This is an optimization exercise on Yosys and OpenROAD, whose aim is small area and a short achievable clock period, not a production implementation. Function was checked by simulation only, so behaviour that the tests miss may differ from the original. The clock input has no modelled driver; a real chip could not lean on it and would need a root buffer or a full tree.

==> inputs of yarrow <==
==> flow/design.v <==
module fifo(
    input         clk,
    input         rst,         
    input  [7:0]  data_in,
    input         w_en,
    input         r_en,
    output reg [7:0] data_out,
    output reg    full,
    output reg    empty
);
    reg [7:0] mem [0:3][0:7];
    reg [3:0] wb;               
    reg [3:0] wbok;             
    reg [7:0] wr;               
    reg [3:0] rb;               
    reg [3:0] rbok;             
    reg [7:0] crow [0:3];       
    reg [3:0] cm;               
    reg [8:0] cq;               
    reg [7:0] cand [0:3];       
    reg [7:0] wd;               
    reg       byp;              
    reg       nfull, nempty;    
    reg       up_q, dn_q;       
    wire wok = w_en & nfull;
    wire rd  = r_en & nempty;
    genvar b, i;
    generate
        for (b = 0; b < 4; b = b + 1) begin : g_bank
            for (i = 0; i < 8; i = i + 1) begin : g_row
                always @(posedge clk)
                    if (w_en & wbok[b] & wr[i])
                        mem[b][i] <= data_in;
            end
            reg [7:0] sel;
            integer k;
            always @* begin
                sel = 8'b0;
                for (k = 0; k < 8; k = k + 1)
                    sel = sel | ({8{crow[b][k]}} & mem[b][k]);
            end
            always @(posedge clk)
                cand[b] <= sel;
            always @(posedge clk)
                if (!rst)
                    crow[b] <= 8'b1;
                else if (r_en & rbok[b])
                    crow[b] <= {crow[b][6:0], crow[b][7]};
        end
    endgenerate
    wire [3:0] hs = rb & {4{~byp}};
    wire [7:0] head = ({8{hs[0]}} & cand[0]) | ({8{hs[1]}} & cand[1])
                    | ({8{hs[2]}} & cand[2]) | ({8{hs[3]}} & cand[3])
                    | ({8{byp}} & wd);
    wire inc = w_en & (r_en ? ~nempty : nfull);
    wire dec = r_en & (w_en ? ~nfull : nempty);
    wire       one_n   = cq[0] & cm[1];
    wire       n31_n   = cq[7] & cm[3];
    wire       empty_n = ~w_en & (~nempty | (r_en & one_n));
    wire       full_n  = ~r_en & (~nfull | (w_en & n31_n));
    wire [3:0] wb_n    = wok ? {wb[2:0], wb[3]} : wb;
    wire [3:0] rb_n    = rd ? {rb[2:0], rb[3]} : rb;
    wire [3:0] cm_n    = inc ? {cm[2:0], cm[3]} : (dec ? {cm[0], cm[3:1]} : cm);
    wire       up      = w_en & ~r_en & up_q;
    wire       dn      = r_en & (w_en ? ~nfull : dn_q);
    always @(posedge clk) begin
        wd  <= data_in;
        byp <= wok & (~nempty | (r_en & one_n));
    end
    always @(posedge clk) begin
        if (!rst) begin
            wb       <= 4'b1;
            wbok     <= 4'b1;
            wr       <= 8'b1;
            rb       <= 4'b1;
            rbok     <= 4'b0;
            cm       <= 4'b1;
            cq       <= 9'b1;
            up_q     <= 1'b0;
            dn_q     <= 1'b0;
            empty    <= 1'b1;
            full     <= 1'b0;
            nempty   <= 1'b0;
            nfull    <= 1'b1;
            data_out <= 8'b0;
        end else begin
            wb     <= wb_n;
            wbok   <= full_n ? 4'b0 : wb_n;
            if (w_en & wbok[3])
                wr <= {wr[6:0], wr[7]};
            rb     <= rb_n;
            rbok   <= empty_n ? 4'b0 : rb_n;
            if (rd)
                data_out <= head;
            cm     <= cm_n;
            if (up)
                cq <= {cq[7:0], 1'b0};
            else if (dn)
                cq <= {1'b0, cq[8:1]};
            up_q   <= cm_n[3] & ~full_n;
            dn_q   <= cm_n[0] & ~empty_n;
            empty  <= empty_n;
            full   <= full_n;
            nempty <= ~empty_n;
            nfull  <= ~full_n;
        end
    end
endmodule
==> flow/flow/run.sh <==
#!/bin/bash
set -euo pipefail
bash standard.sh finish PRE_CTS_TCL="$PWD/flow/my_cts.tcl" \
  BUFFER_PORTS_ARGS="-buffer_cell sky130_fd_sc_hd__buf_4" \
  MATCH_CELL_FOOTPRINT=0 > standard.log 2>&1
==> flow/flow/my_cts.tcl <==
# Replaces clock_tree_synthesis with a two-level tree: K leaf buffers, each
# driving one cluster of clock sinks (k-means on sink locations), fed by up to
# R root buffers (k-means on the leaf locations), which the clock port feeds.
# Every sink sees the same two buffer stages.
rename clock_tree_synthesis orig_clock_tree_synthesis
source [file join [file dirname [info script]] my_cts_params.tcl]

proc my_kmeans {pts k iters} {
  # pts: list of {x y}; returns list of cluster index per point
  set n [llength $pts]
  set sorted [lsort -real -index 0 $pts]
  set cents {}
  for {set i 0} {$i < $k} {incr i} {
    lappend cents [lindex $sorted [expr {int(($i + 0.5) * $n / $k)}]]
  }
  set asg {}
  for {set it 0} {$it < $iters} {incr it} {
    set asg {}
    foreach p $pts {
      set best 0; set bd 1e30; set ci 0
      foreach c $cents {
        set dx [expr {[lindex $p 0] - [lindex $c 0]}]
        set dy [expr {[lindex $p 1] - [lindex $c 1]}]
        set d [expr {$dx * $dx + $dy * $dy}]
        if {$d < $bd} { set bd $d; set best $ci }
        incr ci
      }
      lappend asg $best
    }
    # balance: cap cluster size, move overflow points to nearest non-full cluster
    set newc {}
    for {set c 0} {$c < $k} {incr c} { set sx($c) 0.0; set sy($c) 0.0; set sn($c) 0 }
    foreach p $pts a $asg {
      set sx($a) [expr {$sx($a) + [lindex $p 0]}]
      set sy($a) [expr {$sy($a) + [lindex $p 1]}]
      incr sn($a)
    }
    for {set c 0} {$c < $k} {incr c} {
      if {$sn($c) > 0} {
        lappend newc [list [expr {$sx($c) / $sn($c)}] [expr {$sy($c) / $sn($c)}]]
      } else {
        lappend newc [lindex $cents $c]
      }
    }
    set cents $newc
  }
  return [list $asg $cents]
}

# Reassign points so that no cluster holds more than cap * N / K points:
# points with the most to lose pick first, each taking its nearest cluster
# with room. Returns the assignment and the new cluster centres.
proc my_balance {pts cents capf} {
  set n [llength $pts]
  set k [llength $cents]
  set cap [expr {int(ceil($capf * $n / $k))}]
  set order {}
  set i 0
  foreach p $pts {
    set ds {}
    set ci 0
    foreach c $cents {
      set dx [expr {[lindex $p 0] - [lindex $c 0]}]
      set dy [expr {[lindex $p 1] - [lindex $c 1]}]
      lappend ds [list $ci [expr {sqrt($dx * $dx + $dy * $dy)}]]
      incr ci
    }
    set ds [lsort -real -index 1 $ds]
    set dist($i) $ds
    lappend order [list $i [expr {[lindex $ds 1 1] - [lindex $ds 0 1]}]]
    incr i
  }
  for {set c 0} {$c < $k} {incr c} { set used($c) 0; set sx($c) 0.0; set sy($c) 0.0 }
  foreach o [lsort -real -decreasing -index 1 $order] {
    set i [lindex $o 0]
    foreach d $dist($i) {
      set c [lindex $d 0]
      if {$used($c) < $cap} { set a($i) $c; incr used($c); break }
    }
  }
  set asg {}
  for {set i 0} {$i < $n} {incr i} {
    lappend asg $a($i)
    set p [lindex $pts $i]
    set sx($a($i)) [expr {$sx($a($i)) + [lindex $p 0]}]
    set sy($a($i)) [expr {$sy($a($i)) + [lindex $p 1]}]
  }
  set newc {}
  for {set c 0} {$c < $k} {incr c} {
    if {$used($c) > 0} {
      lappend newc [list [expr {$sx($c) / $used($c)}] [expr {$sy($c) / $used($c)}]]
    } else {
      lappend newc [lindex $cents $c]
    }
  }
  return [list $asg $newc]
}

# Registers that drive an output port (through its port buffer) get the
# strongest drive of their cell type.
proc my_upsize_port_flops {} {
  set block [ord::get_db_block]
  foreach bt [$block getBTerms] {
    if {[$bt getIoType] ne "OUTPUT"} { continue }
    set net [$bt getNet]
    foreach it [$net getITerms] {
      if {![$it isOutputSignal]} { continue }
      set buf [$it getInst]
      foreach bit [$buf getITerms] {
        if {![$bit isInputSignal]} { continue }
        set inet [$bit getNet]
        if {$inet eq "NULL"} { continue }
        foreach dit [$inet getITerms] {
          if {![$dit isOutputSignal]} { continue }
          set ff [$dit getInst]
          set m [[$ff getMaster] getName]
          if {[regexp {^(sky130_fd_sc_hd__dfxtp)_[0-9]+$} $m -> base]} {
            puts "my_cts: [$ff getName] $m -> ${base}_4"
            replace_cell [$ff getName] ${base}_4
          }
        }
      }
    }
  }
}

# Plain registers whose output feeds many pins get a stronger drive.
proc my_upsize_fanout_flops {} {
  set block [ord::get_db_block]
  foreach inst [$block getInsts] {
    set m [[$inst getMaster] getName]
    if {![regexp {^sky130_fd_sc_hd__dfxtp_1$} $m]} { continue }
    set q [$inst findITerm Q]
    set net [$q getNet]
    if {$net eq "NULL"} { continue }
    set n [expr {[llength [$net getITerms]] - 1}]
    if {$n >= $::my_cts_ff4} {
      replace_cell [$inst getName] sky130_fd_sc_hd__dfxtp_4
    } elseif {$n >= $::my_cts_ff2} {
      replace_cell [$inst getName] sky130_fd_sc_hd__dfxtp_2
    }
  }
}

proc clock_tree_synthesis {args} {
  global my_cts_k my_cts_leaf my_cts_root
  set k $my_cts_k
  set leafm $my_cts_leaf
  set rootm $my_cts_root
  my_upsize_port_flops
  my_upsize_fanout_flops
  set db [ord::get_db]
  set block [ord::get_db_block]
  set clknet [$block findNet clk]
  set sinks {}
  set pts {}
  foreach it [$clknet getITerms] {
    set inst [$it getInst]
    set loc [$inst getLocation]
    set bb [$inst getBBox]
    lappend sinks $it
    lappend pts [list [expr {([$bb xMin] + [$bb xMax]) / 2.0}] [expr {([$bb yMin] + [$bb yMax]) / 2.0}]]
  }
  puts "my_cts: [llength $sinks] sinks, $k leaves"
  lassign [my_kmeans $pts $k 30] asg cents
  lassign [my_balance $pts $cents $::my_cts_cap] asg cents
  set lm [$db findMaster $leafm]
  set rm [$db findMaster $rootm]
  # group the leaves under R root buffers, each fed by the clock port
  set r $::my_cts_r
  lassign [my_kmeans $cents $r 30] rasg rcents
  for {set q 0} {$q < $r} {incr q} {
    if {[lsearch -exact $rasg $q] < 0} { continue }
    set rootnet($q) [odb::dbNet_create $block clknet_root_$q]
    $rootnet($q) setSigType CLOCK
    set root [odb::dbInst_create $block $rm clkbuf_root_$q]
    set rc [lindex $rcents $q]
    $root setLocation [expr {int([lindex $rc 0])}] [expr {int([lindex $rc 1])}]
    $root setPlacementStatus PLACED
    [$root findITerm A] connect $clknet
    [$root findITerm X] connect $rootnet($q)
  }
  for {set c 0} {$c < $k} {incr c} {
    set n [odb::dbNet_create $block clknet_leaf_$c]
    $n setSigType CLOCK
    set b [odb::dbInst_create $block $lm clkbuf_leaf_$c]
    set cc [lindex $cents $c]
    $b setLocation [expr {int([lindex $cc 0])}] [expr {int([lindex $cc 1])}]
    $b setPlacementStatus PLACED
    [$b findITerm A] connect $rootnet([lindex $rasg $c])
    [$b findITerm X] connect $n
    set leafnet($c) $n
    set cnt($c) 0
  }
  foreach it $sinks a $asg {
    $it disconnect
    $it connect $leafnet($a)
    incr cnt($a)
  }
  set_propagated_clock [all_clocks]
  for {set c 0} {$c < $k} {incr c} { puts "my_cts: leaf $c at [lindex $cents $c]: $cnt($c) sinks" }
  return ""
}
==> flow/flow/my_cts_params.tcl <==
set ::my_cts_k 16
set ::my_cts_r 4
set ::my_cts_leaf sky130_fd_sc_hd__clkbuf_16
set ::my_cts_root sky130_fd_sc_hd__clkbuf_16
set ::my_cts_cap 1.1
set ::my_cts_ff4 7
set ::my_cts_ff2 4
==> flow/standard.sh <==
#!/bin/bash
# synth_recipe.tcl (not shown) runs the flow's synth.tcl, then flattens the netlist and writes it again
# the make line also repeats each setting of config.mk as NAME=value (left out here)
make -C /OpenROAD-flow-scripts/flow DESIGN_CONFIG=/design/flow/config.mk WORK_HOME=/design/flow/orfs CLKGATE_MAP_FILE= SYNTH_SCRIPT=/design/flow/synth_recipe.tcl "${@:-finish}"
==> flow/config.mk <==
export PLATFORM = sky130hd
export DESIGN_NAME = fifo
export DESIGN_NICKNAME = fifo
export VERILOG_FILES = /design/flow/design.v
export SDC_FILE = /design/flow/constraint.sdc
export NUM_CORES = 4
export LEC_CHECK = 0
export CAP_MARGIN = 20
export CORE_MARGIN = 2
export CORE_UTILIZATION = 55
export SETUP_SLACK_MARGIN = 1.2
export SLEW_MARGIN = 20
export TNS_END_PERCENT = 5
==> flow/constraint.sdc <==
create_clock -name core_clock -period 2.4 [get_ports {clk}]
set_input_delay 0.4800 -clock core_clock [delete_from_list [all_inputs] [get_ports {clk}]]
set_output_delay 0.4800 -clock core_clock [all_outputs]
set_load 0.01 [all_outputs]
==> inputs of quartz, as changes to yarrow <==
--- a/flow/config.mk
+++ b/flow/config.mk
@@ -8,6 +8,6 @@
 export CAP_MARGIN = 20
 export CORE_MARGIN = 2
-export CORE_UTILIZATION = 55
-export SETUP_SLACK_MARGIN = 1.2
+export CORE_UTILIZATION = 65
+export SETUP_SLACK_MARGIN = 1.15
 export SLEW_MARGIN = 20
 export TNS_END_PERCENT = 5
==> inputs of raven, as changes to yarrow <==
--- a/flow/flow/my_cts.tcl
+++ b/flow/flow/my_cts.tcl
@@ -98,5 +98,5 @@
 
 # Registers that drive an output port (through its port buffer) get the
-# strongest drive of their cell type.
+# drive strength ::my_cts_portff (default 4).
 proc my_upsize_port_flops {} {
   set block [ord::get_db_block]
@@ -116,6 +116,7 @@
           set m [[$ff getMaster] getName]
           if {[regexp {^(sky130_fd_sc_hd__dfxtp)_[0-9]+$} $m -> base]} {
-            puts "my_cts: [$ff getName] $m -> ${base}_4"
-            replace_cell [$ff getName] ${base}_4
+            set size [expr {[info exists ::my_cts_portff] ? $::my_cts_portff : 4}]
+            puts "my_cts: [$ff getName] $m -> ${base}_$size"
+            replace_cell [$ff getName] ${base}_$size
           }
         }
--- a/flow/flow/my_cts_params.tcl
+++ b/flow/flow/my_cts_params.tcl
@@ -6,2 +6,3 @@
 set ::my_cts_ff4 7
 set ::my_cts_ff2 4
+set ::my_cts_portff 2
--- a/flow/config.mk
+++ b/flow/config.mk
@@ -8,6 +8,6 @@
 export CAP_MARGIN = 20
 export CORE_MARGIN = 2
-export CORE_UTILIZATION = 55
-export SETUP_SLACK_MARGIN = 1.2
+export CORE_UTILIZATION = 65
+export SETUP_SLACK_MARGIN = 1.15
 export SLEW_MARGIN = 20
-export TNS_END_PERCENT = 5
+export TNS_END_PERCENT = 100
==> load_flow_metrics.sql <==
INSERT INTO impl_metrics (metric_group, metric, value, unit) VALUES
('status', 'status', 'no timing/DRC/antenna violations', ''),
('worst_setup_path', 'worst_r2r_startpoint', 'nempty$_SDFF_PN0_', ''),
('worst_setup_path', 'critPathArrivalTime', '0.79', 'ns'),
('hold_path', 'worst_hold_path_type', 'in2reg', '');
-- figures above: raven

==> load_flow_metrics.sql <==
INSERT INTO impl_metrics (metric_group, metric, value, unit) VALUES
('status', 'status', 'no timing/DRC/antenna violations', ''),
('worst_setup_path', 'critPathArrivalTime', '0.81', 'ns'),
('hold_path', 'worst_hold_path_type', 'reg2reg', ''),
('timing', 'fin_ws', '1.11', 'ns');
-- figures above: quartz

==> load_flow_metrics.sql <==
INSERT INTO impl_metrics (metric_group, metric, value, unit) VALUES
('timing', 'grt_setup_unrepaired', 'true', ''),
('placement', 'post_dp_cell_area', '13700', 'um^2'),
('status', 'status', 'no timing/DRC/antenna violations', ''),
('worst_setup_path', 'worst_r2r_startpoint', 'wr[4]$_SDFFE_PN0P_', ''),
('cells_and_area', 'area_growth', '10.1', '%'),
('worst_setup_path', 'critPathArrivalTime', '0.84', 'ns');
-- figures above: yarrow

No run of this note takes its clock network from TritonCTS; it comes from the design's own scripts or RTL.

## port drivers added, routing unchanged
Ports are ideal in the flow. The routed layouts listed here were re-timed in OpenROAD. Step 1: set_driving_cell puts a clkbuf_16 on clk and a buf_2 on each other input, an assumption about the parent block. Step 2 adds t to the input delays and takes it off the output delays; t is the mean of the earliest and latest rising clock arrival at the registers after step 1. Input paths then give back, and output paths get back, about the clock's delay inside the block. a / b / c = ideal ports / drivers / drivers and shift; a / b = the first two.
run	t, ns	slack for setup (ns)	worst setup path at the end	pins driven straight from the clock port
yarrow	0.431	1.078 / 0.975 / 0.759	input to register	4
quartz	0.407	1.112 / 1.019 / 0.815	input to register	4
raven	0.410	1.132 / 1.029 / 0.820	input to register	4
After both steps setup and hold are still met in every run listed. For yarrow, which loses most, drivers alone change the setup slack by -0.103 ns; drivers and shift together by -0.319 ns.
